Source: an optimization exercise on an open RTL-to-GDS flow (aim: small area). Production flows keep margins and buffers that such runs may drop.
Where RTL was checked, it was by simulation tests only, not by an equivalence proof against the original.
No driver is modelled on the clock port, so clock power and skew are understated where the tree is cut down; a real chip needs a root buffer or a tree.
Power is estimated from default activity; no workload was simulated.

build 56:
==> flow/design.v <==
module sync_fifo(input clk,reset,we,re,input [7:0]data_in, output empty,full,output reg [7:0]data_out);
reg [7:0] mem [15:0];
reg [4:0] count;
integer i;
assign full  = count[4];
assign empty = ~|count;
wire wr = we & ~full;
wire rd = re & ~empty;
wire up = wr & ~rd;
wire dn = rd & ~wr;
always @(posedge clk) begin
  if (wr) begin
    mem[0] <= data_in;
    for (i = 1; i < 16; i = i + 1) mem[i] <= mem[i-1];
  end
end
wire [4:0] t;
assign t[0] = up | dn;
assign t[1] = (up &  count[0])             | (dn & ~count[0]);
assign t[2] = (up & &count[1:0])           | (dn & ~|count[1:0]);
assign t[3] = (up & &count[2:0])           | (dn & ~|count[2:0]);
assign t[4] = (up & &count[3:0])           | (dn & ~|count[3:0]);
always @(posedge clk or posedge reset) begin
  if (reset) count <= 5'd0;
  else count <= count ^ t;
end
wire [3:0] lo_n, hi_n;
genvar k;
generate for (k = 0; k < 4; k = k + 1) begin : pd
  assign lo_n[k] = ~(count[1:0] == k);
  assign hi_n[k] = ~(rd & (count[3:2] == k));
end endgenerate
wire [15:0] sel;
generate for (k = 0; k < 16; k = k + 1) begin : g
  assign sel[k] = ~(lo_n[(k + 1) % 4] | hi_n[((k + 1) % 16) / 4]);
end endgenerate
wire hold = ~rd;
reg [7:0] next_out;
always @* begin
  for (i = 0; i < 8; i = i + 1)
    next_out[i] = ~(~((mem[0][i] & sel[0]) | (mem[1][i] & sel[1]) | (mem[2][i] & sel[2])) &
                    ~((mem[3][i] & sel[3]) | (mem[4][i] & sel[4]) | (mem[5][i] & sel[5])) &
                    ~((mem[6][i] & sel[6]) | (mem[7][i] & sel[7]) | (mem[8][i] & sel[8]))) |
                  ~(~((mem[9][i] & sel[9]) | (mem[10][i] & sel[10]) | (mem[11][i] & sel[11])) &
                    ~((mem[12][i] & sel[12]) | (mem[13][i] & sel[13]) | (mem[14][i] & sel[14])) &
                    ~((mem[15][i] & sel[15]) | (data_out[i] & hold)));
end
always @(posedge clk or posedge reset) begin
  if (reset) data_out <= 8'd0;
  else data_out <= next_out;
end
endmodule
export LEC_CHECK = 0
export ABC_AREA = 1
export CAP_MARGIN = 20
export CORE_MARGIN = 2
export CORE_UTILIZATION = 75
export GPL_TIMING_DRIVEN = 0
export SLEW_MARGIN = 20
create_clock -name core_clock -period 4.0 [get_ports {clk}]
standard.sh (not shown) runs the stock make flow with config.mk's settings and CLKGATE_MAP_FILE= SYNTH_SCRIPT=/design/flow/synth_recipe.tcl, a recipe that flattens the netlist after the stock synthesis.
==> flow/flow/run.sh <==
#!/bin/bash
# Own layout flow: the standard ORFS flow (standard.sh), with
#  - an area-oriented ABC mapping script that keeps the RTL's logic structure
#    (ORFS's abc_area.script maps for delay),
#  - no adder extraction before ABC (ADDER_MAP_FILE empty): it turned the
#    counter's XOR/AND pairs into half-adder cells ABC cannot optimise,
#  - port buffers of the smallest buffer, buf_1,
#  - a two-level inverter clock tree built by flow/manual_cts.tcl in place of
#    TritonCTS: the clock port drives one root inverter, which drives leaf
#    inverters, each at the centre of a cluster of flip-flops. The leaf count
#    and the cell sizes are the smallest that keep the estimated flip-flop
#    clock-pin slew under CTS_SLEW_TARGET (ns).
#  - before repair_design, one buffer of the smallest adequate size on each
#    net with 32 or more loads (flow/hfn.tcl); repair_design's own buffer
#    trees for the shift register's write-enable net were several buf_16s,
#  - after CTS, repair_timing's power recovery (flow/post_cts.tcl), which
#    downsizes cells that have slack to spare.
# Each step's full output goes to a log file in the work folder.
set -euo pipefail
W=$PWD
rm -rf "$W/scripts"
cp -r "$FLOW_HOME/scripts" "$W/scripts"
cp "$W/flow/abc_area.script" "$W/scripts/abc_area.script"
grep -q 'log_cmd clock_tree_synthesis {\*}$cts_args' "$W/scripts/cts.tcl"
sed -i "s#log_cmd clock_tree_synthesis {\*}\$cts_args#source $W/flow/manual_cts.tcl; manual_cts_search \$::env(CTS_NBUFS) \$::env(CTS_SIZES) \$::env(CTS_SLEW_TARGET)#" "$W/scripts/cts.tcl"
export BUFFER_PORTS_ARGS="-buffer_cell sky130_fd_sc_hd__buf_1"
export CTS_NBUFS="4 5 6 7 8 9 10 12"
export CTS_SIZES="sky130_fd_sc_hd__inv_2 sky130_fd_sc_hd__inv_4 sky130_fd_sc_hd__inv_6 sky130_fd_sc_hd__inv_8 sky130_fd_sc_hd__inv_12 sky130_fd_sc_hd__inv_16"
export CTS_SLEW_TARGET=0.116
export POST_CTS_TCL="$W/flow/post_cts.tcl"
export PRE_RESIZE_TCL="$W/flow/pre_resize.tcl"
export FLOW_DIR_OWN="$W/flow"
bash standard.sh SCRIPTS_DIR="$W/scripts" ADDER_MAP_FILE= synth > "$W/synth.log" 2>&1
bash standard.sh SCRIPTS_DIR="$W/scripts" finish > "$W/finish.log" 2>&1
Other scripts of this flow, unchanged in this note and not shown: flow/flow/abc_area.script, flow/flow/hfn.tcl, flow/flow/manual_cts.tcl, flow/flow/post_cts.tcl, flow/flow/pre_resize.tcl
--- input diff build 56..build 77 ---
Settings: an added PLACE_DENSITY of 0.92; a change of CORE_UTILIZATION from 75 to 85.
==> comparison <==
Density: build 77 denser than build 56. For the worst slack on hold paths, build 77 came in 0.0055 ns lower than build 56 did. Compared with build 56, build 77 shows a final total power that is about 8% higher. Between build 56 and build 77, the sequential portion of the cell area figures differ only marginally. Max fmax across build 77 and build 56: build 56. As far as flip-flop and latch count after synthesis goes, build 56 and build 77 are indistinguishable; the numbers are identical. On build 77: routed wire length is about 64% higher than what build 56 gave.
[inputs] build 24 vs build 77
Settings: swapping 85 for 68 in CORE_UTILIZATION; clearing PLACE_DENSITY, which used to be 0.92.
--- a/flow/flow/run.sh
+++ b/flow/flow/run.sh
@@ -26,3 +26,3 @@
 export BUFFER_PORTS_ARGS="-buffer_cell sky130_fd_sc_hd__buf_1"
-export CTS_NBUFS="4 5 6 7 8 9 10 12"
+export CTS_NBUFS="2 3 4 5 6 7 8 9 10 12"
 export CTS_SIZES="sky130_fd_sc_hd__inv_2 sky130_fd_sc_hd__inv_4 sky130_fd_sc_hd__inv_6 sky130_fd_sc_hd__inv_8 sky130_fd_sc_hd__inv_12 sky130_fd_sc_hd__inv_16"
[summary]
- Taking build 24 over build 77, the via count ratio works out to 0.79.
- Build 24: number of nets in the layout is 3 lower than what build 77 reported.
- Between build 24 and build 77, the power of the sequential group is lower for build 24.
- Looking at die area across both flows, build 24 is the weaker of the two, with build 77 ahead.
- As of build 24, switching power total had fallen by more than 10% compared to build 77.
- Core util | build 24 vs build 77 | build 24 lower
- Build 24 gives less routed wirelength normalized by instance count than build 77 did.
- In the reports for build 24 and build 77, the larger part of the cycle the worst path needs belongs to build 77.
- Data required time of the critical path: build 24 and build 77 compared, lower one is build 77
## Diff of input files: build 4 against build 24
Settings: changing CORE_UTILIZATION from 68 to 75.
--- a/flow/flow/run.sh
+++ b/flow/flow/run.sh
@@ -28,3 +28,3 @@
 export CTS_SIZES="sky130_fd_sc_hd__inv_2 sky130_fd_sc_hd__inv_4 sky130_fd_sc_hd__inv_6 sky130_fd_sc_hd__inv_8 sky130_fd_sc_hd__inv_12 sky130_fd_sc_hd__inv_16"
-export CTS_SLEW_TARGET=0.116
+export CTS_SLEW_TARGET=0.120
 export POST_CTS_TCL="$W/flow/post_cts.tcl"
--- outcome ---
Comparing build 24 and build 4, initial standard-cell utilization of the core is lower on build 24.
Compared with build 24, in build 4 final cell utilization of the core grew by 8.2 points, final period utilization grew by 0.59 points, clock share of power shrank by 0.4 points, overall via count from detail_route grew by 2.4%, post-route non-filler standard cell count shrank by 5.9%.
[compare] base=build 24 new=build 4: number of global-route vias before repair went up; layout net count did not really move.
No run of this note takes its clock network from TritonCTS; it comes from the design's own scripts or RTL.

========
Another version of the RTL of sync_fifo (not shown whole).
Size: about 490 cells after synthesis, ~22 I/O pins, about 5700 sq um of cells after synthesis.
export LEC_CHECK = 0
export ABC_AREA = 1
export CAP_MARGIN = 20
export CORE_MARGIN = 2
export CORE_UTILIZATION = 60
export CTS_BUF_LIST = sky130_fd_sc_hd__clkbuf_8
export CTS_CLUSTER_DIAMETER = 100
export CTS_CLUSTER_SIZE = 30
export SLEW_MARGIN = 20
create_clock -name core_clock -period 4.0 [get_ports {clk}]
run.sh (not shown) runs the stock make flow with config.mk's settings and CLKGATE_MAP_FILE= SYNTH_SCRIPT=/design/flow/synth_recipe.tcl, a recipe that flattens the netlist after the stock synthesis.
Stock flow here: none of the scripts above is used.
Then changed:
==> flow/flow/run.sh (new file) <==
#!/bin/bash
# Own layout flow: the standard ORFS flow, with
#  - an area-oriented ABC mapping script (ORFS's abc_area.script maps for delay),
#  - port buffers of the smallest buffer, buf_1,
#  - CTS without dummy loads and with one clock buffer type.
# Each step's full output goes to a log file in the work folder.
set -euo pipefail
W=$PWD
rm -rf "$W/scripts"
cp -r "$FLOW_HOME/scripts" "$W/scripts"
cp "$W/flow/abc_area.script" "$W/scripts/abc_area.script"
export BUFFER_PORTS_ARGS="-buffer_cell sky130_fd_sc_hd__buf_1"
export CTS_ARGS="-sink_clustering_enable -repair_clock_nets -dont_use_dummy_load -buf_list sky130_fd_sc_hd__clkbuf_8"
bash standard.sh SCRIPTS_DIR="$W/scripts" synth > "$W/synth.log" 2>&1
bash standard.sh SCRIPTS_DIR="$W/scripts" finish > "$W/finish.log" 2>&1
==> flow/flow/abc_area.script (new file) <==
strash
&get -n
&fraig -x
&put
scorr
dc2
strash
&get -n
&dch -f
&nf
&put
==> flow/standard.sh (new file) <==
#!/bin/bash
# synth_recipe.tcl (not shown) runs the flow's synth.tcl, then flattens the netlist and writes it again
# the make line also repeats each setting of config.mk as NAME=value (left out here)
make -C /OpenROAD-flow-scripts/flow DESIGN_CONFIG=/design/flow/config.mk WORK_HOME=/design/flow/orfs CLKGATE_MAP_FILE= SYNTH_SCRIPT=/design/flow/synth_recipe.tcl "${@:-finish}"
--- a/flow/config.mk
+++ b/flow/config.mk
@@ -11,5 +11,2 @@
 export CORE_UTILIZATION = 60
-export CTS_BUF_LIST = sky130_fd_sc_hd__clkbuf_8
-export CTS_CLUSTER_DIAMETER = 100
-export CTS_CLUSTER_SIZE = 30
 export SLEW_MARGIN = 20
removed: flow/run.sh
The changed run completed without violations.
Via count decreases by 20%.
Design area falls by 11%.
Core utilization came out lower by 0.57 points.
No run of this note included a check of the RTL's function; only the layout flow was run.

[port drivers added, routing unchanged]
No port has a modelled driver above. Below, the same layouts with a new extraction and two added sets of constraints.
Step 1: set_driving_cell puts a clkbuf_16 on clk and a buf_2 on each other input, an assumption about the parent block.
Step 2 adds t to the input delays and takes it off the output delays; t is the mean of the earliest and latest rising clock arrival at the registers after step 1. Input paths then give back, and output paths get back, about the clock's delay inside the block.
a / b / c = ideal ports / drivers / drivers and shift; a / b = the first two.
run | t (ns) | setup WS [ns] | latest minus earliest clock arrival (ns) | worst register clock-pin slew, ns | worst data-port slew with drivers (ns)
build 56 | 0.267 | 0.817 / 0.817 / 0.817 | 0.012 / 0.012 | 0.11 / 0.11 | 0.03
build 77 | 0.277 | 0.270 / 0.270 / 0.270 | 0.021 / 0.021 | 0.12 / 0.12 | 0.05
build 24 | 0.271 | 0.841 / 0.841 / 0.841 | 0.018 / 0.017 | 0.11 / 0.11 | 0.03
build 4 | 0.267 | 0.817 / 0.817 / 0.817 | 0.012 / 0.012 | 0.11 / 0.11 | 0.03
the first run of note 2 | 0.467 | 0.880 / 0.847 / 1.219 | 0.007 / 0.007 | 0.08 / 0.08 | 0.03
the second run of note 2 | 0.458 | 0.746 / 0.746 / 0.746 | 0.027 / 0.027 | 0.08 / 0.08 | 0.03
After both steps every run listed still meets setup and hold.
